This is an optimization exercise on Yosys and OpenROAD, whose aim is small area and a short achievable clock period, not a production implementation.
RTL that was checked went through simulation tests only; none was proved equivalent to the original.
Only the layout flow was run in runs 2 to 7; the RTL was not checked for function there.
No activity file was given, so power comes from the tool's default toggle rates.

===== flow/design.v =====
`timescale 1ns / 1ps
module top(
            input clk,input [15:0]x,y,
            output [31:0] Q_p
            );
 wire  [15:0]Q_x,Q_y;
 wire [31:0] p;
  RisingEdge_DFlipFlop_16 d_ff_x(x,clk,Q_x); 
  RisingEdge_DFlipFlop_16 d_ff_y(y,clk,Q_y);
  RisingEdge_DFlipFlop_32 d_ff_p(p,clk,Q_p);
 ROBA S_roba( Q_x,Q_y,p);
endmodule
module RisingEdge_DFlipFlop_16(D,clk,Q);
input [15:0]D;  
input clk;  
output reg [15:0]Q;  
always @(posedge clk) 
begin
 Q <= D; 
end 
endmodule 
module RisingEdge_DFlipFlop_32(D,clk,Q);
input [31:0]D;  
input clk;  
output reg [31:0]Q;  
always @(posedge clk) 
begin
 Q <= D; 
end 
endmodule
module ROBA(
    input [15:0] x,
    input [15:0] y,
    output [31:0] p
    );
wire [15:0] x_abs;
wire [15:0] y_abs;
wire x_sign;
wire y_sign;
assign x_sign = x[15];
assign y_sign = y[15];
sec_complement_w16 abs_X
        (
         .data_in(x),
         .sign(x[15]),
         .data_out(x_abs)
         );
sec_complement_w16 abs_Y
        (
         .data_in(y),
         .sign(y[15]),
         .data_out(y_abs)
         ); 
wire [15:0] x_round;
rounding_mod RoundX(x_abs,x_round);
wire [15:0] y_round;
rounding_mod RoundY(y_abs,y_round);
wire [3:0] x_enc;
PriorityEncoder_16 EncX(x_round,x_enc);
wire [3:0] y_enc;
PriorityEncoder_16 EncY(y_round,y_enc);
wire [31:0] xr_Y;
Barrel32L XRtimesY( y_abs, x_enc, xr_Y);
wire [31:0] yr_X;
Barrel32L YRtimesX( x_abs, y_enc, yr_X);
wire [31:0] yr_yx;
Barrel32L YRtimesXR( x_round, y_enc, yr_yx);
wire [31:0] P;
wire carry_out;
cpu_wb_cla_adder CLA(xr_Y, yr_X, 1'b0, P, carry_out);
wire [31:0] prod_abs;
wire [31:0] Z;
assign Z = yr_yx;
wire [31:0] tmp;
wire [31:0] tmp1;
wire [31:0] tmp2;
assign tmp = (P ^ Z);
assign tmp1 = (Z << 1);
assign tmp2 = (P & Z) << 1;
assign prod_abs = tmp & ((tmp1 ^ tmp) | tmp2);
wire prod_sign;
assign prod_sign = x_sign ^ y_sign;
wire zero_op;
assign zero_op = ~(|x) | ~(|y);
assign p =  zero_op ? 32'd0 : ((prod_sign ==1) ?  (~prod_abs) : prod_abs) ;
endmodule
module rounding_mod(
    input [15:0] data_in,
    output [15:0] data_out
);
    wire [15:0] tmp;
    genvar i;
    generate
    for (i=3; i<14; i=i+1) 
      begin
        assign tmp[i] = &(~data_in[15:i+1]);
        assign data_out[i] = ((~(data_in[i]) & data_in[i-1] & data_in[i-2]) | (data_in[i] & ~data_in[i-1])) & tmp[i];
      end
    endgenerate
    assign data_out[15] = (~data_in[15] & data_in[14] & data_in[13]) | (data_in[15] & ~data_in[14]);
    assign data_out[14] = ((~data_in[14] & data_in[13] & data_in[12]) | (data_in[14] & ~data_in[13])) & ~data_in[15];
    assign data_out[2] = data_in[2] & ~data_in[1] & (&(~data_in[15:3]));
    assign data_out[1] = data_in[1] & (&(~data_in[15:2]));
    assign data_out[0] = data_in[0] & (&(~data_in[15:1]));
endmodule
module PriorityEncoder_16(
    input [15:0] data_i,
    output reg [3:0] code_o
    );
	always @*
		case (data_i)
	 16'b0000000000000001 : code_o = 4'b0000;
         16'b0000000000000010 : code_o = 4'b0001;
         16'b0000000000000100 : code_o = 4'b0010;
         16'b0000000000001000 : code_o = 4'b0011;
         16'b0000000000010000 : code_o = 4'b0100;
         16'b0000000000100000 : code_o = 4'b0101;
         16'b0000000001000000 : code_o = 4'b0110;
         16'b0000000010000000 : code_o = 4'b0111;
         16'b0000000100000000 : code_o = 4'b1000;
         16'b0000001000000000 : code_o = 4'b1001;
         16'b0000010000000000 : code_o = 4'b1010;
         16'b0000100000000000 : code_o = 4'b1011;
         16'b0001000000000000 : code_o = 4'b1100;
         16'b0010000000000000 : code_o = 4'b1101;
         16'b0100000000000000 : code_o = 4'b1110;
         16'b1000000000000000 : code_o = 4'b1111;
	 default     : code_o = 4'b0000;
	        endcase
endmodule
module Barrel32L(
    input [15:0] data_i,
    input [3:0] shift_i,
    output reg [31:0] data_o
    );
   always @*
      case (shift_i)
         4'b0000: data_o = data_i;
         4'b0001: data_o = data_i << 1;
         4'b0010: data_o = data_i << 2;
         4'b0011: data_o = data_i << 3;
         4'b0100: data_o = data_i << 4;
         4'b0101: data_o = data_i << 5;
         4'b0110: data_o = data_i << 6;
         4'b0111: data_o = data_i << 7;
         4'b1000: data_o = data_i << 8;
         4'b1001: data_o = data_i << 9;
         4'b1010: data_o = data_i << 10;
         4'b1011: data_o = data_i << 11;
         4'b1100: data_o = data_i << 12;
         4'b1101: data_o = data_i << 13;
         4'b1110: data_o = data_i << 14;
         default: data_o = data_i << 15;
      endcase
endmodule
module sec_complement_w16 (          
    input [15:0] data_in,
    input sign,
    output [15:0] data_out
);
    wire [15:0] inverted_data;
    wire [15:0] sum;
    wire carry_out;
    assign inverted_data = sign ? ~data_in : data_in;
    assign {carry_out, sum} = inverted_data + sign;
    assign data_out = sum;
endmodule
module cpu_wb_cla_adder (in1, in2, carry_in, sum, carry_out);  
parameter DATA_WID = 32;
input [DATA_WID - 1:0] in1;
input [DATA_WID - 1:0] in2;
input carry_in;
output [DATA_WID - 1:0] sum;
output carry_out;
wire [DATA_WID - 1:0] gen;
wire [DATA_WID - 1:0] pro;
wire [DATA_WID:0] carry_tmp;
genvar j, i;
generate
 assign carry_tmp[0] = carry_in;
 for(j = 0; j < DATA_WID; j = j + 1) begin: carry_generator
 assign gen[j] = in1[j] & in2[j];
 assign pro[j] = in1[j] | in2[j];
 assign carry_tmp[j+1] = gen[j] | pro[j] & carry_tmp[j];
 end
 assign carry_out = carry_tmp[DATA_WID];
 for(i = 0; i < DATA_WID; i = i+1) begin: sum_without_carry
 assign sum[i] = in1[i] ^ in2[i] ^ carry_tmp[i];
 end 
endgenerate 
endmodule

===== flow/run.sh =====
#!/bin/bash
# synth_recipe.tcl (not shown) runs the flow's synth.tcl, then flattens the netlist and writes it again
# the make line also repeats each setting of config.mk as NAME=value (left out here)
make -C /OpenROAD-flow-scripts/flow DESIGN_CONFIG=/design/flow/config.mk WORK_HOME=/design/flow/orfs CLKGATE_MAP_FILE= SYNTH_SCRIPT=/design/flow/synth_recipe.tcl finish

===== flow/config.mk =====
export PLATFORM = sky130hd
export DESIGN_NAME = top
export DESIGN_NICKNAME = top
export VERILOG_FILES = /design/flow/design.v
export SDC_FILE = /design/flow/constraint.sdc
export NUM_CORES = 8
export LEC_CHECK = 0
export CAP_MARGIN = 20
export CORE_MARGIN = 2
export CORE_UTILIZATION = 40
export SLEW_MARGIN = 20

===== flow/constraint.sdc =====
create_clock -name core_clock -period 14.0 [get_ports {clk}]
set_input_delay 2.8000 -clock core_clock [delete_from_list [all_inputs] [get_ports {clk}]]
set_output_delay 2.8000 -clock core_clock [all_outputs]
set_load 0.01 [all_outputs]

==> reports/qor.yml, run 1 <==
grt_first_pass_wirelength_mm: 78.2
crit_fanout: 7
wire_per_inst_um: 29.0
die_area_um2: 27900
synth_nets: 1532
first_pass_iters: 7
finalNetCount: 1562
final-hold-violation-count: 0
netlist.area_leader.share: 0.120
place_hpwl_mm: 35.4
cpMostUsedCell: "fa_2"
yosysTopAreaCell: "dfxtp_1"
synth-warning-count: 4
fmax_ghz: 0.0739
crit_path_max_incr_delay_ns: 0.49
htreeDepth: 3
synthDistinctLibCells: 104
ant_nets: 0
status: "finished clean"
core_area_um2: 26100
setup_viol: 0
grt_max_degree: 38
synth_seq_cells: 64
synth_enable_flop_cells: 0
clock_latency_ns: 0.34
drv_cap: 0
period_minus_slack_ns: 13.53
whs_ns: 0.877
path_buf_inv: 7
drive_gt1_frac: 0.195
initial_core_util: 0.408
area_growth_pct: 18.5
viasPerCell: 7.48
p_comb_frac: 0.604
hold_class: "reg2reg"
clockPowerShare: 0.182
fp-row-count: 59
path_class: "reg2reg"
clk_transition_reported_paths_ns: 0.06
ctsLongestPathBuffers: 2
overflow: 0
finClkSkew_ns: 0.0105
finalCritPeriodShare: 0.966
cp_data_arrival_time_ns: 13.76
drt_iter0_markers: 2294
slew_viol_final: 0
cp_slowest_cell: "or4b_4"
vdd_ir_drop_max_mv: 0.0785
root_buffer: "clkbuf_16"
dieHeight_um: 167
antenna_found_initial: 1
p_int_w: 0.000648
power.static_leakage_nw: 4.55
async_flop_share: 0
cp.required_ns: 14.23
cts_made_buffers: 9
power_per_cell_area_nw_per_um2: 91.1
num_vias: 13500
netlist_instances: 1431
tns_ns: 0
cts_tree: "built"
p_seq_frac: 0.215
synthFlopType: "dfxtp_1"
syn_avg_cell_area_um2: 7.43
start_kind: "flip-flop"
drc: 0
syn_area_um2: 10600
rsz0062_at_grt: "false"
ioPinCount: 65
relSlewSlack: 0.269
fin_util: 0.484
totalPowerFinal_w: 0.00115
grt_pass1_vias: 12600
end_kind: "flip-flop"
die_x_um: 167
worst_slew_pin_slew_ns: 1.09
cp_top_family: "adder cells"
ys_seq_area_frac: 0.120
switchingPower_w: 0.000502
clock_sink_count: 64
grt_usage: 0.360
routabilityCongestion: 1.03
routed_wl_mm: 52.2
sw_frac_of_total: 0.436
synth_area_leaders: "dfxtp_1 12%, o22ai_1 11%, fa_1 5.6%"
io_buffer_count: 64
==> routing by layer <==
metal / part of all wire / track usage / up-vias
met5: 0 / 0 / -
met4: 0.071 / 0.189 / 0
met3: 0.13 / 0.111 / 312
met2: 0.42 / 0.549 / 1160
met1: 0.38 / 0.457 / 6259
li1: - / - / 5723
==> power by group through the flow <==
stage / Clock [W] / Combinational, W / Sequential, W
CTS: 0.000214 / 0.000661 / 0.000246
finish: 0.000209 / 0.000694 / 0.000247
global placement: 0 / 0.000658 / 0.000249
floorplan: 0 / 0.000387 / 0.000260
detailed placement: 0 / 0.000655 / 0.000250
global route: 0.000223 / 0.000736 / 0.000252
==> synth_stat cells, drive strengths merged, types with 19 or more instances <==
library cell,n
o221ai,53
nand4,20
fa,30
clkbuf,99
o22ai,188
xor2,21
nor2,94
ha,38
a22oi,21
nor4,22
nor3,49
buf,79
a221oi,33
inv,51
a211oi,36
o21ai,39
a21oi,64
xnor2,20
nand2b,27
a222oi,19
nand2,57
nand3,36
dfxtp,64
mux2i,25
==> cells by family after synthesis <==
kind of cell,after synthesis,synth area share
simple gates,430,0.231
fa+ha+maj,68,0.101
xor+xnor,41,0.0359
buf+inv,231,0.0934
compound gates,571,0.394
mux,26,0.0246
flops,64,0.120
==> final timing paths <==
kind / endpoint / slack [ns] / cells past startpoint / startpoint
max: d_ff_p.Q[30] / 0.47 / 54 / d_ff_y.Q[15]
min: d_ff_p.Q[0] / 0.88 / 5 / d_ff_x.Q[0]
max reg2reg: d_ff_p.Q[30] / 0.47 / 54 / d_ff_y.Q[15]
min reg2reg: d_ff_p.Q[0] / 0.88 / 5 / d_ff_x.Q[0]
==> worst register-to-register path, delay by kind of cell, from the launching register on <==
kind	cells	cell delay [ns]
adder cells (fa/ha/maj)	33	9.80
XOR/XNOR	2	0.32
AND/OR/NAND/NOR	5	0.97
AO/OA/AOI/OAI	7	1.32
buffers and inverters	7	0.56
flip-flops	1	0.41
==> flip-flops by register name, summed over array words and instances, names as in the netlist <==
register / count
d_ff_p.Q: 32
d_ff_y.Q: 16
d_ff_x.Q: 16
==> cells in the final DEF, fill, tap and decap left out, types with 34 or more instances in the layout <==
master,instances
o22ai_1,186
buf_4,130
nor2_1,91
clkdlybuf4s50_1,64
a21oi_1,62
nand2_1,56
dfxtp_1,56
o221ai_1,51
inv_1,49
nor3_1,44
nand3_1,35
ha_1,34
==> timing repair <==
item	in CTS	in global routing
hold buffers	0	0
endpoints found under the setup margin	0	2
resized for setup	0	56
setup buffers	0	6
==> final cells by class <==
type | instances | area [µm²]
fillers | 2578 | 13400
multi-input cells | 1136 | 8780
repair buffers | 197 | 1650
flip-flops and latches | 64 | 1290
well taps | 335 | 419
clock buffers | 12 | 256
inverters | 53 | 203
clock inverters | 1 | 5.00
diodes | 1 | 2.50
==> per-stage QoR <==
step           instances  setup slack [ns]  cell area (µm²)
6_report            1799             0.470            12600
3_3_place_gp        1779             0.361            12000
3_5_place_dp        1779             0.328            12000
5_1_grt             1798           0.00400            12600
2_1_floorplan       1431            0.0197            10800
4_1_cts             1792             0.294            12300
==> run 2: changes to the inputs <==
==> flow/design.v (replaced) <==
`timescale 1ns / 1ps
module top (
    input         clk,
    input  [15:0] x,
    input  [15:0] y,
    output reg [31:0] Q_p
);
  wire        nzx = |x;
  wire        nzy = |y;
  wire [15:0] ax  = x[15] ? (~x + 16'd1) : x;
  wire [15:0] ay  = y[15] ? (~y + 16'd1) : y;
  reg  [15:0] ax_r, ay_r;
  reg         s_r;
  always @(posedge clk) begin
    ax_r <= nzy ? ax : 16'd0;
    ay_r <= nzx ? ay : 16'd0;
    s_r  <= (x[15] ^ y[15]) & nzx & nzy;
  end
  wire [3:0]  ex, ey;
  wire [15:0] dx;
  roba_round rx (.a(ax_r), .e(ex), .d(dx));
  roba_round ry (.a(ay_r), .e(ey), .d());
  wire [31:0] A = {16'd0, ay_r} << ex;
  wire [31:0] B = {{16{dx[15]}}, dx} << ey;
  wire [31:0] P = A + B;
  always @(posedge clk)
    Q_p <= P ^ {32{s_r}};
endmodule
module roba_round (
    input      [15:0] a,
    output reg [3:0]  e,
    output     [15:0] d
);
  wire [15:0] m;
  assign m[15] = 1'b0;
  genvar j;
  generate
    for (j = 0; j < 15; j = j + 1) begin : g_m
      assign m[j] = |a[15:j+1];
    end
  endgenerate
  wire [15:0] oh = a & ~m;            
  wire up = |(oh[15:2] & a[14:1]);    
  assign d = (a & m) | ({16{up}} & ~m);
  integer i;
  always @* begin
    e = 4'd0;
    for (i = 0; i < 16; i = i + 1)
      if (oh[i]) e = i;
    e = e + up;
  end
endmodule
==> run 2 against run 1 <==
Compared with the run above:
- still clean
- flip-flop and latch count grew 1
- via count shrank 55%
- global-route usage shrank 17 points
- non-clock buffer count shrank 128
- largest power group unchanged
==> reports/qor.yml, run 2 <==
synth-warning-count: 2  # was 4
core_area_um2: 15900  # was 26100 µm²
multiInputGateArea_um2: 4960  # was 8780 µm²
fmax_ghz: 0.150  # was 0.0739 GHz
crit_fanout: 19  # was 7
slew_viol_final: 0  # unchanged
worst_slew_pin_slew_ns: 1.04  # was 1.09 ns
top_register: "Q_p"  # was d_ff_p.Q
seq_area_um2: 1300  # was 1290 µm²
routabilityCongestion: 0.939  # was 1.03
initial_core_util: 0.409  # was 0.408
dp_cells: 1085  # was 1779
start_kind: "flip-flop"  # unchanged
synth.most_common_cell: "nor2_1"  # was o22ai_1
timing.rr.start: "ax_r[13]"  # was d_ff_y.Q[15]
sw_frac_of_total: 0.423  # was 0.436
finClkSkew_ns: 0.00601  # was 0.0105 ns
power_per_cell_area_nw_per_um2: 184  # was 91.1 nW/µm²
antenna_cells: 0  # was 1
drt_iter0_markers: 433  # was 2294
final_cell_mix: "111 x nor2_1, 68 x a21oi_1, 64 x dfxtp_1, 64 x clkdlybuf4s50_1"  # was 186 x o22ai_1, 130 x buf_4, 91 x nor2_1
end_kind: "flip-flop"  # unchanged
holdBufCountCts: 0  # unchanged
largest_reg_flops: 32  # unchanged
ioPinCount: 65  # unchanged
mostFrequentLayoutCell: "nor2_1"  # was o22ai_1
finalCritPeriodShare: 0.476  # was 0.966
routed_wl_mm: 16.7  # was 52.2 mm
period_minus_slack_ns: 6.66  # was 13.53 ns
antenna_found_initial: 0  # was 1
relSlewSlack: 0.307  # was 0.269
final-hold-violation-count: 0  # unchanged
io_buffer_count: 64  # unchanged
ant_nets: 0  # unchanged
synth_enable_flop_cells: 0  # unchanged
instances_no_fill: 1101  # was 1799
cp-startpoint: "ax_r[13]"  # was d_ff_y.Q[15]
p_int_w: 0.000806  # was 0.000648 W
viasPerCell: 5.54  # was 7.48
grt_pass1_vias: 5380  # was 12600
p_comb_frac: 0.645  # was 0.604
clk_transition_reported_paths_ns: 0.05  # was 0.06 ns
synth_nets: 914  # was 1532
wire_per_inst_um: 15.2  # was 29.0 µm
die_area_um2: 17300  # was 27900 µm²
path_class: "reg2reg"  # unchanged
htreeDepth: 3  # unchanged
syn_avg_cell_area_um2: 7.71  # was 7.43 µm²
power.static_leakage_nw: 3.19  # was 4.55 nW
synthDistinctLibCells: 80  # was 104
fill_cells: 1607  # was 2578
netlist.area_leader.share: 0.200  # was 0.120
grt_usage: 0.195  # was 0.360
clock_latency_ns: 0.35  # was 0.34 ns
grt_max_degree: 33  # was 38
setup_viol: 0  # unchanged
clockPowerShare: 0.158  # was 0.182
drv_cap: 0  # unchanged
dieHeight_um: 131  # was 167 µm
root_buffer: "clkbuf_16"  # unchanged
cp_data_arrival_time_ns: 6.89  # was 13.76 ns
cts_tree: "built"  # unchanged
vdd_ir_drop_max_mv: 0.0815  # was 0.0785 mV
area_growth_pct: 16.7  # was 18.5%
fin_area_um2: 7580  # was 12600 µm²
min-delay-start: "s_r"  # was d_ff_x.Q[0]
overflow: 0  # unchanged
clock_sink_count: 65  # was 64
rsz0062_at_grt: "false"  # unchanged
drc: 0  # unchanged
tns_ns: 0  # unchanged
grt_first_pass_wirelength_mm: 27.4  # was 78.2 mm
switchingPower_w: 0.000591  # was 0.000502 W
ys_seq_area_frac: 0.200  # was 0.120
largestRegisters: "Q_p: 32 flops, ax_r: 16 flops, ay_r: 16 flops"  # was d_ff_p.Q: 32 flops, d_ff_x.Q: 16 flops, d_ff_y.Q: 16 flops
hold_class: "reg2reg"  # unchanged
cts_setup_buffers: 0  # unchanged
p_seq_frac: 0.197  # was 0.215
place_hpwl_mm: 13.1  # was 35.4 mm
synth_common_cells: "111 x nor2_1, 68 x a21oi_1, 65 x dfxtp_1, 52 x nand2_1, 52 x xnor2_1"  # was 187 x o22ai_1, 99 x clkbuf_1, 91 x nor2_1, 64 x a21oi_1, 64 x dfxtp_1
finalNetCount: 951  # was 1562
cts_made_buffers: 9  # unchanged
ctsResizeCount: 0  # unchanged
yosysTopAreaCell: "dfxtp_1"  # unchanged
fp-row-count: 46  # was 59
syn_area_um2: 6500  # was 10600 µm²
drive_gt1_frac: 0.0633  # was 0.195
ctsLongestPathBuffers: 2  # unchanged
place_area_um2: 7290  # was 12000 µm²
async_flop_share: 0  # unchanged
synth_seq_cells: 65  # was 64
cp.required_ns: 14.23  # about the same
synthFlopType: "dfxtp_1"  # unchanged
die_x_um: 131  # was 167 µm
status: "finished clean"  # unchanged
num_vias: 6098  # was 13500
netlist_instances: 843  # was 1431
first_pass_iters: 5  # was 7
synth_area_leaders: "dfxtp_1 20%, ha_1 7.1%, xnor2_1 7.0%"  # was dfxtp_1 12%, o22ai_1 11%, fa_1 5.6%
==> run 2: changes by cell type after synthesis, sizes merged, moves of 30 or more <==
| cell | change |
|---|---|
| buf | -68 |
| clkbuf | -67 |
| o22ai | -186 |
| xnor2 | +33 |
| a221oi | -30 |
| o221ai | -52 |
==> run 2: per-stage QoR <==
step	total power [W]	setup slack [ns]	utilization	hold WS (ns)
after CTS	0.00140	7.45	0.477	0.978
after floorplan	0.000938	8.52	-	0.722
final	0.00140	7.34	0.477	0.934
after global routing	0.00152	6.86	0.477	1.02
after global placement	0.00118	7.53	0.459	0.966
after detailed placement	0.00117	7.48	0.459	0.955
==> run 2: area by class of cell <==
| cell class | instances | area share |
|---|---|---|
| clock inverter | 3 | 0.00528 |
| clock buffer | 13 | 0.0330 |
| inverter | 23 | 0.0114 |
| tap | 216 | 0.0356 |
| timing repair buffer | 69 | 0.0894 |
| sequential | 65 | 0.172 |
| multi-input combinational | 712 | 0.654 |
==> run 2: power by group through the flow <==
stage / logic (W) / clock network, W / registers (W)
floorplan: 0.000649 / 0 / 0.000288
global placement: 0.000898 / 0 / 0.000279
detailed placement: 0.000894 / 0 / 0.000279
CTS: 0.000899 / 0.000226 / 0.000276
global route: 0.000996 / 0.000238 / 0.000284
finish: 0.000901 / 0.000221 / 0.000275
==> run 2: logic make-up (layout without fill, tap and decap cells) <==
| family | after synthesis | after routing | synth area share |
|---|---|---|---|
| adder cells (fa/ha/maj) | 38 | 38 | 0.0743 |
| AO/OA/AOI/OAI | 231 | 231 | 0.236 |
| AND/OR/NAND/NOR | 297 | 297 | 0.228 |
| XOR/XNOR | 93 | 93 | 0.126 |
| buffers and inverters | 66 | 108 | 0.0389 |
| multiplexers | 53 | 53 | 0.0966 |
| flip-flops | 65 | 65 | 0.200 |
==> run 2: worst max-delay path, stage by stage (launching register included) <==
cell and delay [ns]:
dfxtp_1 0.53, nor2b_1 0.11, o221ai_1 0.18, nand2_1 0.14, or3_1 0.47, nor2_1 0.34
inv_1 0.14, ha_1 0.23, ha_1 0.62, inv_1 0.38, o21ai_0 0.37, nor2_1 0.08
a21oi_1 0.21, mux2i_1 0.12, ha_1 0.43, and4_1 0.27, o2111a_1 0.24, nand2_1 0.06
nor4_1 0.50, nor3_1 0.14, o41ai_1 0.63, a221oi_1 0.18, xnor2_1 0.16
==> run 2: per-layer routing <==
metal	wire [µm]	GRT usage	vias up
li1	-	-	3167
met1	7940	0.263	2735
met2	7530	0.305	172
met3	824	0.0424	24
met4	393	0.0707	0
met5	0	0	-
==> run 2: path summary, 6_finish.rpt <==
path | end | cells after the start | slack, ns
min | Q_p[0] | 1 | 0.93
min reg2reg | Q_p[0] | 1 | 0.93
max reg2reg | Q_p[31] | 22 | 7.34
max | Q_p[31] | 22 | 7.34
==> run 3: changes to the inputs <==
--- a/flow/design.v
+++ b/flow/design.v
@@ -7,6 +7,6 @@
 );
-  wire        nzx = |x;
-  wire        nzy = |y;
-  wire [15:0] ax  = x[15] ? (~x + 16'd1) : x;
-  wire [15:0] ay  = y[15] ? (~y + 16'd1) : y;
+  wire [15:0] ax, ay;
+  wire        nzx, nzy;
+  roba_abs absx (.v(x), .a(ax), .nz(nzx));
+  roba_abs absy (.v(y), .a(ay), .nz(nzy));
   reg  [15:0] ax_r, ay_r;
@@ -14,4 +14,4 @@
   always @(posedge clk) begin
-    ax_r <= nzy ? ax : 16'd0;
-    ay_r <= nzx ? ay : 16'd0;
+    ax_r <= ax & {16{nzy}};
+    ay_r <= ay & {16{nzx}};
     s_r  <= (x[15] ^ y[15]) & nzx & nzy;
@@ -28,6 +28,22 @@
 endmodule
+module roba_abs (
+    input  [15:0] v,
+    output [15:0] a,
+    output        nz
+);
+  wire [15:0] c;
+  assign c[0] = 1'b0;
+  genvar j;
+  generate
+    for (j = 1; j < 16; j = j + 1) begin : g_c
+      assign c[j] = |v[j-1:0];
+    end
+  endgenerate
+  assign a  = v ^ (c & {16{v[15]}});
+  assign nz = c[15] | v[15];
+endmodule
 module roba_round (
-    input      [15:0] a,
-    output reg [3:0]  e,
-    output     [15:0] d
+    input  [15:0] a,
+    output [3:0]  e,
+    output [15:0] d
 );
@@ -44,9 +60,18 @@
   assign d = (a & m) | ({16{up}} & ~m);
-  integer i;
-  always @* begin
-    e = 4'd0;
-    for (i = 0; i < 16; i = i + 1)
-      if (oh[i]) e = i;
-    e = e + up;
-  end
+  wire [15:0] r;
+  assign r[0] = oh[0];
+  assign r[1] = oh[1] | oh[0] & 1'b0;
+  generate
+    for (j = 2; j < 16; j = j + 1) begin : g_r
+      if (j == 2) begin : g2
+        assign r[j] = oh[j] & ~a[j-1] | oh[j-1] & 1'b0;
+      end else begin : gn
+        assign r[j] = oh[j] & ~a[j-1] | oh[j-1] & a[j-2];
+      end
+    end
+  endgenerate
+  assign e[0] = r[1] | r[3] | r[5] | r[7] | r[9] | r[11] | r[13] | r[15];
+  assign e[1] = r[2] | r[3] | r[6] | r[7] | r[10] | r[11] | r[14] | r[15];
+  assign e[2] = r[4] | r[5] | r[6] | r[7] | r[12] | r[13] | r[14] | r[15];
+  assign e[3] = |r[15:8];
 endmodule
==> flow/flow/run.sh (new file) <==
#!/bin/bash
# Own layout flow: the standard ORFS flow with a different ABC mapping script for synthesis,
# smaller port buffers and timing repair aimed below the clock period (a setup margin).
# Every tool's output goes to a log file in the work folder (and ORFS's own logs under orfs/logs).
set -euo pipefail
WORK=$(pwd)
FLOWDIR=$WORK/flow
source $FLOWDIR/settings.sh

cp config.mk my_config.mk
cat >> my_config.mk <<EOC
export SETUP_SLACK_MARGIN = ${SETUP_MARGIN}
export TNS_END_PERCENT = 100
export BUFFER_PORTS_ARGS = -buffer_cell ${PORT_BUF}
EOC
[ -n "${EXTRA_MK:-}" ] && printf '%s\n' "$EXTRA_MK" >> my_config.mk

# synthesis script: the standard flow's, with abc's script replaced
{
  echo "proc abc {args} {"
  echo "  set i [lsearch -exact \$args -script]"
  echo "  if {\$i >= 0} { lset args [expr {\$i + 1}] $FLOWDIR/${ABC_SCRIPT} }"
  echo "  yosys abc {*}\$args"
  echo "}"
  cat synth_recipe.tcl
} > my_synth.tcl

make -C "$FLOW_HOME" DESIGN_CONFIG=$WORK/my_config.mk WORK_HOME=$WORK/orfs CLKGATE_MAP_FILE= \
  SYNTH_SCRIPT=$WORK/my_synth.tcl finish > $WORK/make_finish.log 2>&1

RES=$WORK/orfs/results/$FLOW_PLATFORM/top/base
: # left out here: write the final layout as DEF
==> flow/flow/area.abc (new file) <==
strash; dch -f; map -D 3000; topo; stime -p
==> flow/flow/settings.sh (new file) <==
SETUP_MARGIN=9
PORT_BUF=sky130_fd_sc_hd__buf_1
ABC_SCRIPT=area.abc
==> flow/standard.sh (new file) <==
#!/bin/bash
# synth_recipe.tcl (not shown) runs the flow's synth.tcl, then flattens the netlist and writes it again
# the make line also repeats each setting of config.mk as NAME=value (left out here)
make -C /OpenROAD-flow-scripts/flow DESIGN_CONFIG=/design/flow/config.mk WORK_HOME=/design/flow/orfs CLKGATE_MAP_FILE= SYNTH_SCRIPT=/design/flow/synth_recipe.tcl "${@:-finish}"
removed: flow/run.sh
==> run 3 against run 2 <==
Compared with the run above:
- core utilization is 11 points higher
- count of clock-buffer cells in the layout is 3 lower
- first-iteration DRC count is 26% lower
- via count is 11% higher
- wire length up 12%
- worst hold slack got worse by 0.023 ns
- final cell count is 21% higher
- non-clock buffer count grew 100
- setup slack improved by 1.5 ns
- clock power rose by 2%
- power grew 5.7%
- global-route usage is 3.1 points higher
- critical endpoint is now Q_p[30]
==> reports/qor.yml, run 3 <==
ys_seq_area_frac: 0.218  # was 0.200
p_int_w: 0.000802  # was 0.000806 W
synth.most_common_cell: "nand2_1"  # was nor2_1
routabilityCongestion: 0.968  # was 0.939
synth_area_leaders: "dfxtp_1 22%, nand2_1 12%, nor2_1 9.3%"  # was dfxtp_1 20%, ha_1 7.1%, xnor2_1 7.0%
holdBufCountCts: 0  # unchanged
synth_seq_cells: 65  # unchanged
largest_reg_flops: 32  # unchanged
sw_frac_of_total: 0.457  # was 0.423
path_class: "reg2reg"  # unchanged
fin_area_um2: 8500  # was 7580 µm²
power_per_cell_area_nw_per_um2: 174  # was 184 nW/µm²
root_buffer: "clkbuf_16"  # unchanged
finalNetCount: 1204  # was 951
final-hold-violation-count: 0  # unchanged
drv_cap: 0  # unchanged
p_seq_frac: 0.185  # was 0.197
initial_core_util: 0.411  # was 0.409
vdd_ir_drop_max_mv: 0.0766  # was 0.0815 mV
die_x_um: 126  # was 131 µm
fmax_ghz: 0.192  # was 0.150 GHz
async_flop_share: 0  # unchanged
synth_common_cells: "188 x nand2_1, 148 x nor2_1, 118 x clkinv_1, 103 x o21ai_0, 65 x dfxtp_1"  # was 111 x nor2_1, 68 x a21oi_1, 65 x dfxtp_1, 52 x nand2_1, 52 x xnor2_1
mostFrequentLayoutCell: "nand2_1"  # was nor2_1
hold_class: "reg2reg"  # unchanged
fill_cells: 1445  # was 1607
die_area_um2: 15900  # was 17300 µm²
clock_sink_count: 65  # unchanged
power.static_leakage_nw: 3.44  # was 3.19 nW
clockPowerShare: 0.153  # was 0.158
crit_fanout: 16  # was 19
grt_usage: 0.226  # was 0.195
synthFlopType: "dfxtp_1"  # unchanged
totalPowerFinal_w: 0.00148  # was 0.00140 W
relSlewSlack: 0.326  # was 0.307
synthDistinctLibCells: 36  # was 80
io_buffer_count: 64  # unchanged
grt_first_pass_wirelength_mm: 29.3  # was 27.4 mm
start_kind: "flip-flop"  # unchanged
whs_endpoint: "Q_p[0]"  # unchanged
end_kind: "flip-flop"  # unchanged
syn_area_um2: 5970  # was 6500 µm²
reg2reg_depth: 35  # was 22
wire_per_inst_um: 14.1  # was 15.2 µm
overflow: 0  # unchanged
final_cell_mix: "173 x nand2_1, 121 x nor2_1, 94 x buf_4"  # was 111 x nor2_1, 68 x a21oi_1, 64 x dfxtp_1, 64 x clkdlybuf4s50_1
synth_enable_flop_cells: 0  # unchanged
min-delay-start: "s_r"  # unchanged
drc: 0  # unchanged
grt_pass1_vias: 6134  # was 5380
slew_viol_final: 0  # unchanged
cp_slowest_cell: "fa_2"  # was o41ai_1
cp.required_ns: 14.23  # about the same
timing.rr.start: "ax_r[15]"  # was ax_r[13]
yosysTopAreaCell: "dfxtp_1"  # unchanged
syn_avg_cell_area_um2: 6.27  # was 7.71 µm²
setup_viol: 0  # unchanged
r2r_end: "Q_p[30]"  # was Q_p[31]
drive_gt1_frac: 0.263  # was 0.0633
tns_ns: 0  # unchanged
place_area_um2: 6680  # was 7290 µm²
clock_latency_ns: 0.36  # was 0.35 ns
netlist_instances: 951  # was 843
finalCritPeriodShare: 0.371  # was 0.476
largestRegisters: "Q_p: 32 flops, ax_r: 16 flops, ay_r: 16 flops"  # unchanged
synth_nets: 1016  # was 914
drt_iter0_markers: 319  # was 433
routed_wl_mm: 18.7  # was 16.7 mm
grt_max_degree: 33  # unchanged
rsz0062_at_grt: "true"  # was false
p_comb_frac: 0.661  # was 0.645
ioPinCount: 65  # unchanged
whs_path_depth: 1  # unchanged
fp-row-count: 44  # was 46
num_vias: 6797  # was 6098
multiInputGateArea_um2: 5060  # was 4960 µm²
status: "finished clean"  # unchanged
top_register: "Q_p"  # unchanged
first_pass_iters: 5  # unchanged
place_hpwl_mm: 13.0  # was 13.1 mm
cp_data_arrival_time_ns: 5.43  # was 6.89 ns
viasPerCell: 5.12  # was 5.54
rrSetupSlack_ns: 8.80  # was 7.34 ns
ant_nets: 0  # unchanged
cpMostUsedCell: "clkinv_2"  # was ha_1
finClkSkew_ns: 0.0126  # was 0.00601 ns
ctsLongestPathBuffers: 2  # unchanged
core_area_um2: 14500  # was 15900 µm²
period_minus_slack_ns: 5.20  # was 6.66 ns
worst_slew_pin_slew_ns: 1.01  # was 1.04 ns
netlist.area_leader.share: 0.218  # was 0.200
switchingPower_w: 0.000674  # was 0.000591 W
antenna_found_initial: 0  # unchanged
area_growth_pct: 42.4  # was 16.7%
cts_made_buffers: 9  # unchanged
synth-warning-count: 1  # was 2
seq_area_um2: 1310  # was 1300 µm²
dieHeight_um: 126  # was 131 µm
crit_path_max_incr_delay_ns: 0.43  # was 0.63 ns
htreeDepth: 3  # unchanged
cts_tree: "built"  # unchanged
clk_transition_reported_paths_ns: 0.06  # was 0.05 ns
-- run 3: logic make-up (layout without fill, tap and decap cells) --
kind of cell | count (synthesis) | in the layout | share of synthesized area
AOI/OAI and AO/OA | 202 | 202 | 0.188
xor gates and xnor gates | 88 | 88 | 0.129
adders and majority gates | 32 | 32 | 0.0684
buffers and inverters | 118 | 303 | 0.0742
DFF | 65 | 65 | 0.218
muxes | 15 | 15 | 0.0252
other | 0 | 1 | 0
and+or+nand+nor | 431 | 437 | 0.297
-- run 3: area by class of cell --
class / count / area share
multi-input cells: 774 / 0.596
flip-flops and latches: 65 / 0.154
repair buffers: 169 / 0.129
inverters: 118 / 0.0591
clock buffers: 10 / 0.0281
well taps: 184 / 0.0271
clock inverters: 4 / 0.00530
repair inverters: 2 / 0.00118
diodes: 1 / 0.000295
-- run 3: timing repair --
item	CTS	global route
buffers inserted	59	44
pin swaps	52	60
gates cloned	4	4
gates resized for setup	103	113
setup endpoints to repair	57	56
-- run 3: critical path: cells and delay by family (launching register included) --
kind            cells  cell delay [ns]
simple gates       14             1.85
fa+ha+maj           2             0.65
buf+inv            11             1.05
compound gates      7             1.04
xor+xnor            1             0.14
flops               1             0.34
-- run 3: worst max path at each step --
| stage | startpoint | end | slack (ns) | cells past startpoint |
|---|---|---|---|---|
| after floorplan | ax_r[15] | Q_p[30] | 8.87 | 46 |
| after global placement | ax_r[14] | Q_p[30] | 7.58 | 33 |
| after global routing | ay_r[14] | Q_p[29] | 8.41 | 40 |
| final | ax_r[15] | Q_p[30] | 8.80 | 35 |
| after CTS | ax_r[14] | Q_p[30] | 8.59 | 42 |
| after detailed placement | ax_r[14] | Q_p[30] | 7.63 | 33 |
-- run 3: metal layers --
metal	share of wire	vias up	wire (µm)	global-route usage
li1	-	3579	-	-
met4	0.038	0	704	0.0983
met2	0.48	175	8930	0.383
met1	0.44	2995	8310	0.282
met5	0	-	0	0
met3	0.041	48	775	0.0399
-- run 3: per-stage QoR --
step                      std cells  worst slack [ns]  hold WS (ns)  utilization
after floorplan                 951              8.87         0.822            -
after global placement         1201              7.58         0.921        0.459
after detailed placement       1201              7.63         0.912        0.459
after CTS                      1278              8.59         0.918        0.532
after global routing           1326              8.41         0.980        0.584
final                          1327              8.80         0.911        0.585
-- run 3: power groups by stage --
stage	Combinational (W)	Clock [W]	Sequential, W
after detailed placement	0.000721	0	0.000276
after CTS	0.000877	0.000230	0.000273
final	0.000976	0.000226	0.000274
after global routing	0.00107	0.000239	0.000280
after global placement	0.000719	0	0.000276
after floorplan	0.000528	0	0.000297
==> run 4: changes to the inputs <==
==> flow/flow/s_area.abc (new file) <==
strash; dch -f; map -a; topo; stime -p
==> flow/flow/settings.sh (replaced) <==
SETUP_MARGIN=7
PORT_BUF=sky130_fd_sc_hd__buf_1
ABC_SCRIPT=area.abc
==> run 4 against run 3 <==
Compared with the run above:
- maximum frequency fell by 19%
- worst hold slack got worse by 0.0023 ns
- synthesized cell count did not move
- clock power fell by 8.8%
- first-iteration DRC count fell by 18%
- combinational power fell by 27%
- critical path type unchanged
- largest power group unchanged
==> reports/qor.yml, run 4 <==
status: "finished clean"  # unchanged
p_int_w: 0.000645  # was 0.000802 W
area_growth_pct: 15.3  # was 42.4%
synth-warning-count: 1  # unchanged
viasPerCell: 5.05  # was 5.12
cp_top_family: "simple AND/OR/NAND/NOR gates"  # unchanged
path_class: "reg2reg"  # unchanged
drc: 0  # unchanged
syn_area_um2: 5970  # unchanged
drive_gt1_frac: 0.0510  # was 0.263
grt_pass1_vias: 5549  # was 6134
synth.most_common_cell: "nand2_1"  # unchanged
cp_data_arrival_time_ns: 6.68  # was 5.43 ns
num_vias: 6177  # was 6797
synthFlopType: "dfxtp_1"  # unchanged
initial_core_util: 0.411  # unchanged
htreeDepth: 3  # unchanged
syn_avg_cell_area_um2: 6.27  # unchanged
die_x_um: 126  # unchanged
grt_usage: 0.198  # was 0.226
wire_per_inst_um: 12.6  # was 14.1 µm
power.static_leakage_nw: 2.75  # was 3.44 nW
io_buffer_count: 64  # unchanged
synth_enable_flop_cells: 0  # unchanged
cp.required_ns: 14.27  # was 14.23 ns
synthDistinctLibCells: 36  # unchanged
drv_cap: 0  # unchanged
ctsLongestPathBuffers: 2  # unchanged
largestRegisters: "Q_p: 32 flops, ax_r: 16 flops, ay_r: 16 flops"  # unchanged
clock_latency_ns: 0.34  # was 0.36 ns
p_seq_frac: 0.228  # was 0.185
start_kind: "flip-flop"  # unchanged
p_comb_frac: 0.600  # was 0.661
netlist_instances: 951  # unchanged
routed_wl_mm: 15.4  # was 18.7 mm
antenna_cells: 0  # was 1
synth_nets: 1016  # unchanged
die_area_um2: 15900  # unchanged
overflow: 0  # unchanged
grt_first_pass_wirelength_mm: 26.1  # was 29.3 mm
slew_viol_final: 0  # unchanged
grt_max_degree: 33  # unchanged
finalNetCount: 1102  # was 1204
yosysTopAreaCell: "dfxtp_1"  # unchanged
mostFrequentLayoutCell: "nand2_1"  # unchanged
holdBufCountCts: 0  # unchanged
end_kind: "flip-flop"  # unchanged
worst_slew_pin_slew_ns: 1.01  # about the same
drt_iter0_markers: 260  # was 319
async_flop_share: 0  # unchanged
fmax_ghz: 0.156  # was 0.192 GHz
clock_sink_count: 65  # unchanged
clockPowerShare: 0.172  # was 0.153
crit_fanout: 32  # was 16
synth_seq_cells: 65  # unchanged
synth_common_cells: "188 x nand2_1, 148 x nor2_1, 118 x clkinv_1, 103 x o21ai_0, 65 x dfxtp_1"  # unchanged
crit_path_max_incr_delay_ns: 0.38  # was 0.43 ns
path_buf_inv: 14  # was 11
ys_seq_area_frac: 0.218  # unchanged
cp_slowest_cell: "ha_1"  # was fa_2
cts_tree: "built"  # unchanged
antenna_found_initial: 0  # unchanged
rsz0062_at_grt: "false"  # was true
power_per_cell_area_nw_per_um2: 174  # about the same
totalPowerFinal_w: 0.00119  # was 0.00148 W
synth_area_leaders: "dfxtp_1 22%, nand2_1 12%, nor2_1 9.3%"  # unchanged
place_ws_ns: 7.18  # was 7.63 ns
cpMostUsedCell: "clkinv_1"  # was clkinv_2
root_buffer: "clkbuf_16"  # unchanged
relSlewSlack: 0.329  # was 0.326
routabilityCongestion: 0.933  # was 0.968
largest_reg_flops: 32  # unchanged
netlist.area_leader.share: 0.218  # unchanged
vdd_ir_drop_max_mv: 0.0732  # was 0.0766 mV
fp-row-count: 44  # unchanged
tns_ns: 0  # unchanged
sw_frac_of_total: 0.460  # was 0.457
finalCritPeriodShare: 0.458  # was 0.371
ant_nets: 0  # unchanged
hold_class: "reg2reg"  # unchanged
switchingPower_w: 0.000550  # was 0.000674 W
setup_slack_ns: 7.59  # was 8.80 ns
cts_made_buffers: 9  # unchanged
dieHeight_um: 126  # unchanged
core_area_um2: 14500  # unchanged
period_minus_slack_ns: 6.41  # was 5.20 ns
top_register: "Q_p"  # unchanged
finClkSkew_ns: 0.00399  # was 0.0126 ns
clk_transition_reported_paths_ns: 0.05  # was 0.06 ns
fin_util: 0.473  # was 0.585
place_hpwl_mm: 12.6  # was 13.0 mm
first_pass_iters: 6  # was 5
final-hold-violation-count: 0  # unchanged
ioPinCount: 65  # unchanged
final_cell_mix: "188 x nand2_1, 143 x nor2_1, 117 x clkinv_1"  # was 173 x nand2_1, 121 x nor2_1, 94 x buf_4
setup_viol: 0  # unchanged
[run 4: cell counts after synthesis]
No cell type changed its count.
[run 4: routing by layer]
metal / part of all wire / routed length, µm / GRT usage / up-vias
met1: 0.49 / 7530 / 0.268 / 2642
met4: 0.022 / 335 / 0.0789 / 0
met2: 0.45 / 6870 / 0.318 / 157
met3: 0.044 / 680 / 0.0285 / 21
li1: - / - / - / 3357
met5: 0 / 0 / 0 / -
[run 4: cell families after synthesis]
kind of cell | synth area share
flops | 0.218
buf+inv | 0.0742
simple gates | 0.297
xor+xnor | 0.129
compound gates | 0.188
fa+ha+maj | 0.0684
mux | 0.0252
[run 4: power by group through the flow]
stage	combinational (W)	clock [W]	sequential [W]
after floorplan	0.000506	0	0.000296
after global placement	0.000697	0	0.000275
after detailed placement	0.000699	0	0.000275
after CTS	0.000703	0.000210	0.000272
after global routing	0.000812	0.000217	0.000277
final	0.000716	0.000206	0.000272
[run 4: worst paths after layout]
kind | to | depth (start not counted) | slack (ns) | start
worst max-delay path | Q_p[30] | 43 | 7.59 | ax_r[14]
worst min-delay path | Q_p[0] | 1 | 0.91 | s_r
worst max register to register | Q_p[30] | 43 | 7.59 | ax_r[14]
worst min register to register | Q_p[0] | 1 | 0.91 | s_r
[run 4: stage by stage]
step | cells | hold WS (ns) | area [µm²]
3_3_place_gp | 1207 | 0.915 | 6530
6_report | 1223 | 0.909 | 6880
4_1_cts | 1220 | 0.921 | 6800
3_5_place_dp | 1207 | 0.913 | 6530
5_1_grt | 1223 | 0.963 | 6880
2_1_floorplan | 951 | 0.822 | 5970
[run 4: repair_timing]
action / in CTS / in global routing
setup buffers: 0 / 3
gates resized for setup: 0 / 21
endpoints found under the setup margin: 0 / 17
[run 4: final cells by class]
| cell class | instances | area, µm² |
|---|---|---|
| Timing Repair Buffer | 75 | 323 |
| Fill cell | 1580 | 7650 |
| Inverter | 118 | 443 |
| Sequential cell | 65 | 1300 |
| Multi-Input combinational cell | 768 | 4310 |
| Clock buffer | 13 | 270 |
| Tap cell | 184 | 230 |
==> run 5: changes to the inputs <==
==> flow/flow/settings.sh (replaced) <==
SETUP_MARGIN=6
PORT_BUF=sky130_fd_sc_hd__buf_1
ABC_SCRIPT=s_area.abc
==> run 5 against run 4 <==
Compared with the run above:
- synthesized area is 0.19% lower
- final cell count is 0.57% lower
- wire length is 2.4% higher
- power is 0.88% higher
- count of clock-buffer cells in the layout is 2 lower
- register-to-register slack worse by 0.41 ns
- clock power is 12% higher
==> reports/qor.yml, run 5 <==
die_area_um2: 15900  # about the same
async_flop_share: 0  # unchanged
ys_seq_area_frac: 0.218  # about the same
io_buffer_count: 64  # unchanged
htreeDepth: 3  # unchanged
vdd_ir_drop_max_mv: 0.0684  # was 0.0732 mV
syn_area_um2: 5960  # was 5970 µm²
synth.most_common_cell: "nand2_1"  # unchanged
clock_latency_ns: 0.35  # was 0.34 ns
finClkSkew_ns: 0.0118  # was 0.00399 ns
largestRegisters: "Q_p: 32 flops, ax_r: 16 flops, ay_r: 16 flops"  # unchanged
drt_iter0_markers: 414  # was 260
clock_sink_count: 65  # unchanged
largest_reg_flops: 32  # unchanged
grt_first_pass_wirelength_mm: 26.5  # was 26.1 mm
end_kind: "flip-flop"  # unchanged
status: "finished clean"  # unchanged
min-delay-start: "s_r"  # unchanged
antenna_cells: 0  # unchanged
first_pass_iters: 5  # was 6
cp.required_ns: 14.28  # was 14.27 ns
place_hpwl_mm: 12.8  # was 12.6 mm
power.static_leakage_nw: 2.72  # was 2.75 nW
cpMostUsedCell: "clkinv_1"  # unchanged
instances_no_fill: 1216  # was 1223
grt_max_degree: 33  # unchanged
crit_fanout: 32  # unchanged
synth_enable_flop_cells: 0  # unchanged
routed_wl_mm: 15.8  # was 15.4 mm
synth-warning-count: 1  # unchanged
die_x_um: 126  # about the same
worst_slew_pin_slew_ns: 1.01  # about the same
cts_tree: "built"  # unchanged
slew_viol_final: 0  # unchanged
timing.rr.start: "ax_r[14]"  # unchanged
wire_per_inst_um: 13.0  # was 12.6 µm
ctsLongestPathBuffers: 2  # unchanged
path_class: "reg2reg"  # unchanged
ctsResizeCount: 0  # unchanged
synthFlopType: "dfxtp_1"  # unchanged
rsz0062_at_grt: "false"  # unchanged
final-hold-violation-count: 0  # unchanged
core_area_um2: 14500  # unchanged
fmax_ghz: 0.147  # was 0.156 GHz
tns_ns: 0  # unchanged
seq_area_um2: 1300  # unchanged
antenna_found_initial: 0  # unchanged
routabilityCongestion: 0.938  # was 0.933
syn_avg_cell_area_um2: 6.30  # was 6.27 µm²
drc: 0  # unchanged
power_per_cell_area_nw_per_um2: 177  # was 174 nW/µm²
yosysTopAreaCell: "dfxtp_1"  # unchanged
synth_area_leaders: "dfxtp_1 22%, nand2_1 11%, nor2_1 9.5%"  # was dfxtp_1 22%, nand2_1 12%, nor2_1 9.3%
drv_cap: 0  # unchanged
cp-startpoint: "ax_r[14]"  # unchanged
synth_seq_cells: 65  # unchanged
initial_core_util: 0.410  # was 0.411
totalPowerFinal_w: 0.00121  # was 0.00119 W
dp_cells: 1200  # was 1207
multiInputGateArea_um2: 4260  # was 4310 µm²
cts_setup_buffers: 0  # unchanged
holdBufCountCts: 0  # unchanged
num_vias: 6222  # was 6177
crit_path_max_incr_delay_ns: 0.35  # was 0.38 ns
synth_nets: 1011  # was 1016
area_growth_pct: 14.4  # was 15.3%
start_kind: "flip-flop"  # unchanged
grt_usage: 0.203  # was 0.198
relSlewSlack: 0.321  # was 0.329
synth_common_cells: "182 x nand2_1, 150 x nor2_1, 115 x clkinv_1, 102 x o21ai_0, 65 x dfxtp_1"  # was 188 x nand2_1, 148 x nor2_1, 118 x clkinv_1, 103 x o21ai_0, 65 x dfxtp_1
top_register: "Q_p"  # unchanged
ioPinCount: 65  # unchanged
grt_pass1_vias: 5620  # was 5549
root_buffer: "clkbuf_16"  # unchanged
overflow: 0  # unchanged
hold_class: "reg2reg"  # unchanged
clk_transition_reported_paths_ns: 0.06  # was 0.05 ns
drive_gt1_frac: 0.0378  # was 0.0510
netlist.area_leader.share: 0.218  # about the same
finalCritPeriodShare: 0.487  # was 0.458
dieHeight_um: 126  # about the same
cp_data_arrival_time_ns: 7.09  # was 6.68 ns
cts_made_buffers: 9  # unchanged
ant_nets: 0  # unchanged
mostFrequentLayoutCell: "nand2_1"  # unchanged
period_minus_slack_ns: 6.82  # was 6.41 ns
setup_viol: 0  # unchanged
fill_cells: 1578  # was 1580
final_cell_mix: "182 x nand2_1, 150 x nor2_1, 115 x clkinv_1"  # was 188 x nand2_1, 143 x nor2_1, 117 x clkinv_1
netlist_instances: 946  # was 951
viasPerCell: 5.12  # was 5.05
synthDistinctLibCells: 36  # unchanged
cp_slowest_cell: "ha_1"  # unchanged
finalNetCount: 1092  # was 1102
fp-row-count: 44  # unchanged
## run 5: changes by cell type in the layout (fill, tap and decap cells not counted), sizes merged, moves of 2 or more
cell | previous run | this run
buf | 75 | 71
nor2 | 148 | 150
a31oi | 10 | 12
clkinvlp | 0 | 2
nand2 | 188 | 182
mux2i | 15 | 17
clkbuf | 13 | 11
## run 5: cell families after synthesis
group | count (synthesis) | synth area share
and+or+nand+nor | 427 | 0.296
xor gates and xnor gates | 88 | 0.129
buffers and inverters | 116 | 0.0731
adders and majority gates | 32 | 0.0685
muxes | 17 | 0.0286
DFF | 65 | 0.218
AOI/OAI and AO/OA | 201 | 0.186
## run 5: power by group
group / switching [W] / leakage (nW) / internal (W)
Clock: 0.0000883 / 0.142 / 0.000142
Combinational: 0.000446 / 2.03 / 0.000258
Sequential: 0.0000241 / 0.548 / 0.000247
## run 5: path summary, 6_finish.rpt
path                            slack [ns]  depth (start not counted)       to
worst max-delay path                  7.18                         42  Q_p[30]
worst min-delay path                  0.91                          1   Q_p[1]
worst max register to register        7.18                         42  Q_p[30]
worst min register to register        0.91                          1   Q_p[1]
## run 5: area by class of cell
type | count | area share
sequential | 65 | 0.191
multi-input combinational | 765 | 0.625
timing repair buffer | 71 | 0.0430
tap | 184 | 0.0338
inverter | 115 | 0.0634
clock inverter | 5 | 0.00808
clock buffer | 11 | 0.0356
## run 5: layer usage
metal / track usage / up-vias / part of all wire
li1: - / 3349 / -
met1: 0.275 / 2712 / 0.49
met2: 0.324 / 127 / 0.44
met3: 0.0259 / 34 / 0.039
met4: 0.0879 / 0 / 0.028
met5: 0 / - / 0
## run 5: metrics by stage
| stage | util | area (µm²) | worst slack, ns | hold slack [ns] |
|---|---|---|---|---|
| floorplan | - | 5960 | 7.59 | 0.822 |
| global placement | 0.447 | 6500 | 7.08 | 0.929 |
| detailed placement | 0.447 | 6500 | 7.01 | 0.929 |
| CTS | 0.468 | 6800 | 6.99 | 0.926 |
| global route | 0.469 | 6810 | 6.04 | 0.949 |
| finish | 0.469 | 6810 | 7.18 | 0.908 |
## run 5: critical path: cells and delay by family, from the launching register on
family	cells	cell delay, ns
AOI/OAI and AO/OA	10	1.96
xor gates and xnor gates	1	0.13
adders and majority gates	1	0.35
buffers and inverters	14	1.72
DFF	1	0.32
and+or+nand+nor	16	2.25
==> run 6: changes to the inputs <==
==> flow/flow/settings.sh (replaced) <==
SETUP_MARGIN=0
PORT_BUF=sky130_fd_sc_hd__buf_1
ABC_SCRIPT=s_area.abc
==> run 6 against run 5 <==
Compared with the run above:
- cell area about the same
- worst hold slack better by 0.0015 ns
- die area unchanged
- first-iteration DRC count is 14% higher
- critical endpoint unchanged
- highest routed layer unchanged
==> reports/qor.yml, run 6 <==
tns_ns: 0  # unchanged
start_kind: "flip-flop"  # unchanged
worst_slew_pin_slew_ns: 1.03  # was 1.01 ns
netlist_instances: 946  # unchanged
ant_nets: 0  # unchanged
cts_setup_buffers: 0  # unchanged
fin_area_um2: 6810  # about the same
drv_cap: 0  # unchanged
die_x_um: 126  # unchanged
drive_gt1_frac: 0.0368  # was 0.0378
place_area_um2: 6500  # unchanged
timing.rr.start: "ax_r[14]"  # unchanged
clk_transition_reported_paths_ns: 0.06  # about the same
grt_pass1_vias: 5620  # unchanged
period_minus_slack_ns: 6.96  # was 6.82 ns
p_int_w: 0.000647  # about the same
ctsResizeCount: 0  # unchanged
final-hold-violation-count: 0  # unchanged
setup_viol: 0  # unchanged
largest_reg_flops: 32  # unchanged
whs_endpoint: "Q_p[1]"  # unchanged
num_vias: 6231  # was 6222
holdBufCountCts: 0  # unchanged
p_comb_frac: 0.584  # about the same
whs_path_depth: 1  # unchanged
min-delay-start: "s_r"  # unchanged
core_area_um2: 14500  # unchanged
die_area_um2: 15900  # unchanged
status: "finished clean"  # unchanged
fmax_ghz: 0.144  # was 0.147 GHz
crit_fanout: 32  # unchanged
p_seq_frac: 0.225  # about the same
largestRegisters: "Q_p: 32 flops, ax_r: 16 flops, ay_r: 16 flops"  # unchanged
finalCritPeriodShare: 0.497  # was 0.487
root_buffer: "clkbuf_16"  # unchanged
antenna_found_initial: 0  # unchanged
finalNetCount: 1092  # unchanged
dieHeight_um: 126  # unchanged
path_class: "reg2reg"  # unchanged
crit_path_max_incr_delay_ns: 0.35  # about the same
async_flop_share: 0  # unchanged
synth_common_cells: "182 x nand2_1, 150 x nor2_1, 115 x clkinv_1, 102 x o21ai_0, 65 x dfxtp_1"  # unchanged
relSlewSlack: 0.311  # was 0.321
synth_enable_flop_cells: 0  # unchanged
top_register: "Q_p"  # unchanged
yosysTopAreaCell: "dfxtp_1"  # unchanged
synth-warning-count: 1  # unchanged
rrSetupSlack_ns: 7.04  # was 7.18 ns
synth.most_common_cell: "nand2_1"  # unchanged
cp_data_arrival_time_ns: 7.24  # was 7.09 ns
grt_max_degree: 33  # unchanged
place_hpwl_mm: 12.8  # unchanged
htreeDepth: 3  # unchanged
antenna_cells: 0  # unchanged
syn_avg_cell_area_um2: 6.30  # unchanged
routabilityCongestion: 0.938  # unchanged
synthDistinctLibCells: 36  # unchanged
end_kind: "flip-flop"  # unchanged
finClkSkew_ns: 0.0118  # about the same
reg2reg_depth: 42  # unchanged
io_buffer_count: 64  # unchanged
drc: 0  # unchanged
wire_per_inst_um: 13.0  # about the same
initial_core_util: 0.410  # unchanged
synth_area_leaders: "dfxtp_1 22%, nand2_1 11%, nor2_1 9.5%"  # unchanged
cts_made_buffers: 9  # unchanged
routed_wl_mm: 15.8  # about the same
area_growth_pct: 14.3  # was 14.4%
synth_nets: 1011  # unchanged
drt_iter0_markers: 474  # was 414
ioPinCount: 65  # unchanged
ys_seq_area_frac: 0.218  # unchanged
power.static_leakage_nw: 2.72  # about the same
grt_first_pass_wirelength_mm: 26.5  # unchanged
switchingPower_w: 0.000558  # about the same
rsz0062_at_grt: "false"  # unchanged
netlist.area_leader.share: 0.218  # unchanged
grt_usage: 0.203  # unchanged
power_per_cell_area_nw_per_um2: 177  # about the same
hold_class: "reg2reg"  # unchanged
clock_sink_count: 65  # unchanged
syn_area_um2: 5960  # unchanged
cts_tree: "built"  # unchanged
cpMostUsedCell: "clkinv_1"  # unchanged
cp.required_ns: 14.28  # about the same
slew_viol_final: 0  # unchanged
synth_seq_cells: 65  # unchanged
mostFrequentLayoutCell: "nand2_1"  # unchanged
vdd_ir_drop_max_mv: 0.0683  # was 0.0684 mV
cp_slowest_cell: "nor3_1"  # was ha_1
dp_cells: 1200  # unchanged
sw_frac_of_total: 0.463  # about the same
clock_latency_ns: 0.35  # about the same
r2r_end: "Q_p[30]"  # unchanged
synthFlopType: "dfxtp_1"  # unchanged
instances_no_fill: 1216  # unchanged
fp-row-count: 44  # unchanged
first_pass_iters: 6  # was 5
viasPerCell: 5.12  # about the same
clockPowerShare: 0.191  # about the same
overflow: 0  # unchanged
final_cell_mix: "182 x nand2_1, 150 x nor2_1, 115 x clkinv_1"  # unchanged
ctsLongestPathBuffers: 2  # unchanged
==> run 6: final cells by class <==
cell class                      instances  area (µm²)
Clock buffer                           11         243
Timing Repair Buffer                   71         293
Tap cell                              184         230
Sequential cell                        65        1300
Fill cell                            1578        7730
Clock inverter                          5        55.1
Multi-Input combinational cell        765        4250
Inverter                              115         432
==> run 6: worst max-delay path by stage <==
stage	depth (start not counted)	start	end	slack, ns
CTS	37	ax_r[14]	Q_p[30]	6.99
detailed placement	37	ax_r[14]	Q_p[30]	7.01
floorplan	33	ax_r[14]	Q_p[30]	7.59
global route	42	ax_r[14]	Q_p[30]	5.87
finish	42	ax_r[14]	Q_p[30]	7.04
global placement	42	ax_r[14]	Q_p[30]	7.08
==> run 6: kinds of logic (layout without fill, tap and decap cells) <==
| group | Yosys count | count (layout) | share of synthesized area |
|---|---|---|---|
| buffers and inverters | 116 | 202 | 0.0731 |
| adders and majority gates | 32 | 32 | 0.0685 |
| and+or+nand+nor | 427 | 427 | 0.296 |
| muxes | 17 | 17 | 0.0286 |
| xor gates and xnor gates | 88 | 88 | 0.129 |
| DFF | 65 | 65 | 0.218 |
| AOI/OAI and AO/OA | 201 | 201 | 0.186 |
==> run 6: layer usage <==
| layer | GRT usage | vias up | routed length, µm |
|---|---|---|---|
| met3 | 0.0259 | 34 | 657 |
| met2 | 0.324 | 161 | 6950 |
| met1 | 0.275 | 2689 | 7720 |
| met4 | 0.0879 | 0 | 447 |
| li1 | - | 3347 | - |
| met5 | 0 | - | 0 |
==> run 6: power by group through the flow <==
| stage | Sequential [W] | Combinational, W | Clock, W |
|---|---|---|---|
| after detailed placement | 0.000275 | 0.000699 | 0 |
| after floorplan | 0.000296 | 0.000506 | 0 |
| after global placement | 0.000275 | 0.000700 | 0 |
| after CTS | 0.000271 | 0.000703 | 0.000236 |
| final | 0.000271 | 0.000704 | 0.000230 |
| after global routing | 0.000277 | 0.000793 | 0.000243 |
==> run 6: metrics by stage <==
stage	util	hold slack (ns)	power, W	setup WS (ns)
after floorplan	-	0.822	0.000801	7.59
after global placement	0.447	0.929	0.000975	7.08
after detailed placement	0.447	0.929	0.000974	7.01
after CTS	0.468	0.926	0.00121	6.99
after global routing	0.468	0.949	0.00131	5.87
final	0.468	0.910	0.00120	7.04
==> run 6: critical path: cells and delay by family, from the launching register on <==
family                   cells  cell delay [ns]
AO/OA/AOI/OAI               10             1.96
adder cells (fa/ha/maj)      1             0.35
buffers and inverters       14             1.74
flip-flops                   1             0.32
AND/OR/NAND/NOR             16             2.39
XOR/XNOR                     1             0.13
==> run 7: changes to the inputs <==
==> flow/design.v (replaced) <==
`timescale 1ns / 1ps
module top (
    input             clk,
    input      [15:0] x,
    input      [15:0] y,
    output reg [31:0] Q_p
);
  wire [15:0] ax, ay;
  wire        nzx, nzy;
  roba_abs absx (.v(x), .a(ax), .nz(nzx));
  roba_abs absy (.v(y), .a(ay), .nz(nzy));
  reg  [15:0] ax_r, ay_r;
  reg         s_r;
  always @(posedge clk) begin
    ax_r <= ax & {16{nzy}};
    ay_r <= ay & {16{nzx}};
    s_r  <= (x[15] ^ y[15]) & nzx & nzy;
  end
  wire [3:0]  ex, ey;
  wire [13:0] dx;
  roba_exp rx (.a(ax_r), .e(ex), .d(dx));
  roba_exp ry (.a(ay_r), .e(ey), .d());
  wire [30:0] a0 = {15'd0, ay_r};
  wire [30:0] a1 = ex[3] ? {a0[22:0], 8'd0} : a0;
  wire [30:0] a2 = ex[2] ? {a1[26:0], 4'd0} : a1;
  wire [30:0] a3 = ex[1] ? {a2[28:0], 2'd0} : a2;
  wire [30:0] A  = ex[0] ? {a3[29:0], 1'd0} : a3;
  wire [30:0] b0 = {{17{dx[13]}}, dx};
  wire [30:0] b1 = ey[3] ? {b0[22:0], 8'd0} : b0;
  wire [30:0] b2 = ey[2] ? {b1[26:0], 4'd0} : b1;
  wire [30:0] b3 = ey[1] ? {b2[28:0], 2'd0} : b2;
  wire [30:0] B  = ey[0] ? {b3[29:0], 1'd0} : b3;
  wire [30:0] P = A + B;
  always @(posedge clk)
    Q_p <= {s_r, P ^ {31{s_r}}};
endmodule
module roba_abs (
    input  [15:0] v,
    output [15:0] a,
    output        nz
);
  wire [15:0] c;
  assign c[0] = 1'b0;
  genvar j;
  generate
    for (j = 1; j < 16; j = j + 1) begin : g_c
      assign c[j] = |v[j-1:0];
    end
  endgenerate
  assign a  = v ^ (c & {16{v[15]}});
  assign nz = c[15] | v[15];
endmodule
module roba_exp (
    input  [15:0] a,
    output [3:0]  e,
    output [13:0] d
);
  wire [15:0] m;
  assign m[15] = 1'b0;
  genvar j;
  generate
    for (j = 0; j < 15; j = j + 1) begin : g_m
      assign m[j] = |a[15:j+1];
    end
  endgenerate
  wire [16:1] ge;
  assign ge[1]  = m[0];
  assign ge[2]  = m[1];
  generate
    for (j = 3; j < 16; j = j + 1) begin : g_ge
      assign ge[j] = m[j-1] | (a[j-1] & a[j-2]);
    end
  endgenerate
  assign ge[16] = 1'b0;
  assign e[3] = ge[8];
  assign e[2] = ge[4] & ~ge[8] | ge[12];
  assign e[1] = ge[2] & ~ge[4] | ge[6] & ~ge[8] | ge[10] & ~ge[12] | ge[14];
  assign e[0] = ge[1] & ~ge[2] | ge[3] & ~ge[4] | ge[5] & ~ge[6] | ge[7] & ~ge[8]
              | ge[9] & ~ge[10] | ge[11] & ~ge[12] | ge[13] & ~ge[14] | ge[15];
  wire [15:3] upt;
  generate
    for (j = 3; j < 16; j = j + 1) begin : g_up
      assign upt[j] = a[j-1] & a[j-2] & ~m[j-1];
    end
  endgenerate
  wire up = |upt;
  generate
    for (j = 0; j < 14; j = j + 1) begin : g_d
      assign d[j] = m[j] ? a[j] : up;
    end
  endgenerate
endmodule
==> flow/flow/settings.sh (replaced) <==
SETUP_MARGIN=8
PORT_BUF=sky130_fd_sc_hd__buf_1
ABC_SCRIPT=area.abc
removed: flow/flow/s_area.abc
==> run 7 against run 6 <==
Compared with the run above:
- still clean on timing, DRC and antenna
- via count rose by 2.2%
- maximum frequency rose by 27%
- wire length rose by 5.2%
- power fell by 17%
- core utilization rose by 1.6 points
- flip-flop and latch count did not move
- clock power barely moved
- clock skew fell by 0.0031 ns
- setup slack improved by 1.5 ns
- final cell count rose by 1.2%
- sequential share of layout area fell by 0.78 points
- synthesized area rose by 1.7%
- largest power group unchanged
- highest routed layer unchanged
==> reports/qor.yml, run 7 <==
status: "finished clean"  # unchanged
largestRegisters: "Q_p: 32 flops, ax_r: 16 flops, ay_r: 16 flops"  # unchanged
drc: 0  # unchanged
rrSetupSlack_ns: 8.53  # was 7.04 ns
p_int_w: 0.000579  # was 0.000647 W
cpMostUsedCell: "nand2_1"  # was clkinv_1
fmax_ghz: 0.183  # was 0.144 GHz
totalPowerFinal_w: 0.00100  # was 0.00120 W
netlist.area_leader.share: 0.215  # was 0.218
ctsLongestPathBuffers: 2  # unchanged
clock_sink_count: 65  # unchanged
synth-warning-count: 1  # unchanged
power_per_cell_area_nw_per_um2: 141  # was 177 nW/µm²
syn_area_um2: 6060  # was 5960 µm²
grt_max_degree: 33  # unchanged
die_x_um: 127  # was 126 µm
ioPinCount: 65  # unchanged
antenna_cells: 0  # unchanged
mostFrequentLayoutCell: "nand2_1"  # unchanged
viasPerCell: 5.17  # was 5.12
synth.most_common_cell: "nand2_1"  # unchanged
cp.required_ns: 14.23  # was 14.28 ns
grt_usage: 0.213  # was 0.203
rsz0062_at_grt: "true"  # was false
largest_reg_flops: 32  # unchanged
yosysTopAreaCell: "dfxtp_1"  # unchanged
drive_gt1_frac: 0.0678  # was 0.0368
synth_common_cells: "193 x nand2_1, 138 x nor2_1, 130 x o21ai_0, 88 x a21oi_1, 87 x clkinv_1"  # was 182 x nand2_1, 150 x nor2_1, 115 x clkinv_1, 102 x o21ai_0, 65 x dfxtp_1
async_flop_share: 0  # unchanged
setup_viol: 0  # unchanged
drt_iter0_markers: 378  # was 474
cts_made_buffers: 9  # unchanged
worst_slew_pin_slew_ns: 1.03  # about the same
netlist_instances: 953  # was 946
## run 7: cell count changes after synthesis, moves of 5 or more
cell / before / now
a21oi_1: 59 / 88
nor2_1: 150 / 138
nand4_1: 9 / 3
nor4_1: 8 / 3
a31oi_1: 12 / 5
nand2_1: 182 / 193
mux2i_1: 17 / 32
clkinv_1: 115 / 87
nor3_1: 43 / 28
o21ai_0: 102 / 130
## run 7: layout make-up
class / instances / area share
clock inverters: 4 / 0.00723
inverters: 87 / 0.0496
clock buffers: 12 / 0.0361
multi-input cells: 805 / 0.647
flip-flops and latches: 65 / 0.184
repair buffers: 74 / 0.0444
well taps: 184 / 0.0324
## run 7: layer usage
layer | wire length, µm | track usage
met1 | 7970 | 0.281
met2 | 7630 | 0.357
met3 | 588 | 0.0281
met4 | 416 | 0.0782
met5 | 0 | 0
## run 7: worst paths after layout
kind         cells past startpoint       to     start
max                             36  Q_p[28]  ax_r[14]
min                              0  Q_p[31]       s_r
max reg2reg                     36  Q_p[28]  ax_r[14]
min reg2reg                      0  Q_p[31]       s_r
## run 7: what timing repair did
item | CTS | global route
cloned | 4 | 0
resized for setup | 13 | 26
pin swaps | 4 | 2
hold endpoints to repair | 0 | 0
endpoints found under the setup margin | 16 | 20
hold buffers | 0 | 0
setup buffers | 6 | 1
## run 7: through the flow
step,cells,instance area [µm²],hold slack (ns)
6_report,1231,7100,0.875
2_1_floorplan,953,6110,0.832
4_1_cts,1230,7020,0.886
5_1_grt,1231,7100,0.901
3_3_place_gp,1204,6600,0.894
3_5_place_dp,1204,6600,0.880
## run 7: critical path: cells and delay by family (launching register included)
kind	cells	cell delay [ns]
xor gates and xnor gates	1	0.16
DFF	1	0.30
adders and majority gates	1	0.45
AOI/OAI and AO/OA	7	1.11
and+or+nand+nor	19	2.29
buffers and inverters	8	1.01
## run 7: cells by family (layout without fill, tap and decap cells)
| group | Yosys count | count (layout) | share of synthesized area |
|---|---|---|---|
| AOI/OAI and AO/OA | 249 | 251 | 0.220 |
| muxes | 32 | 32 | 0.0529 |
| buffers and inverters | 87 | 177 | 0.0539 |
| adders and majority gates | 31 | 31 | 0.0653 |
| xor gates and xnor gates | 86 | 86 | 0.124 |
| DFF | 65 | 65 | 0.215 |
| and+or+nand+nor | 403 | 405 | 0.269 |
## run 7: power groups by stage
stage / sequential, W / combinational [W] / clock [W]
5_1_grt: 0.000266 / 0.000579 / 0.000243
3_3_place_gp: 0.000263 / 0.000496 / 0
2_1_floorplan: 0.000280 / 0.000358 / 0
3_5_place_dp: 0.000264 / 0.000495 / 0
4_1_cts: 0.000261 / 0.000505 / 0.000237
6_report: 0.000261 / 0.000510 / 0.000231

Setup slack of run 7, layout unchanged: 8.526 ns with ideal ports, 8.526 ns with driving cells assumed (clock clkbuf_16, inputs buf_2), 8.382 ns with port delays also shifted by the 0.388 ns mid clock arrival.
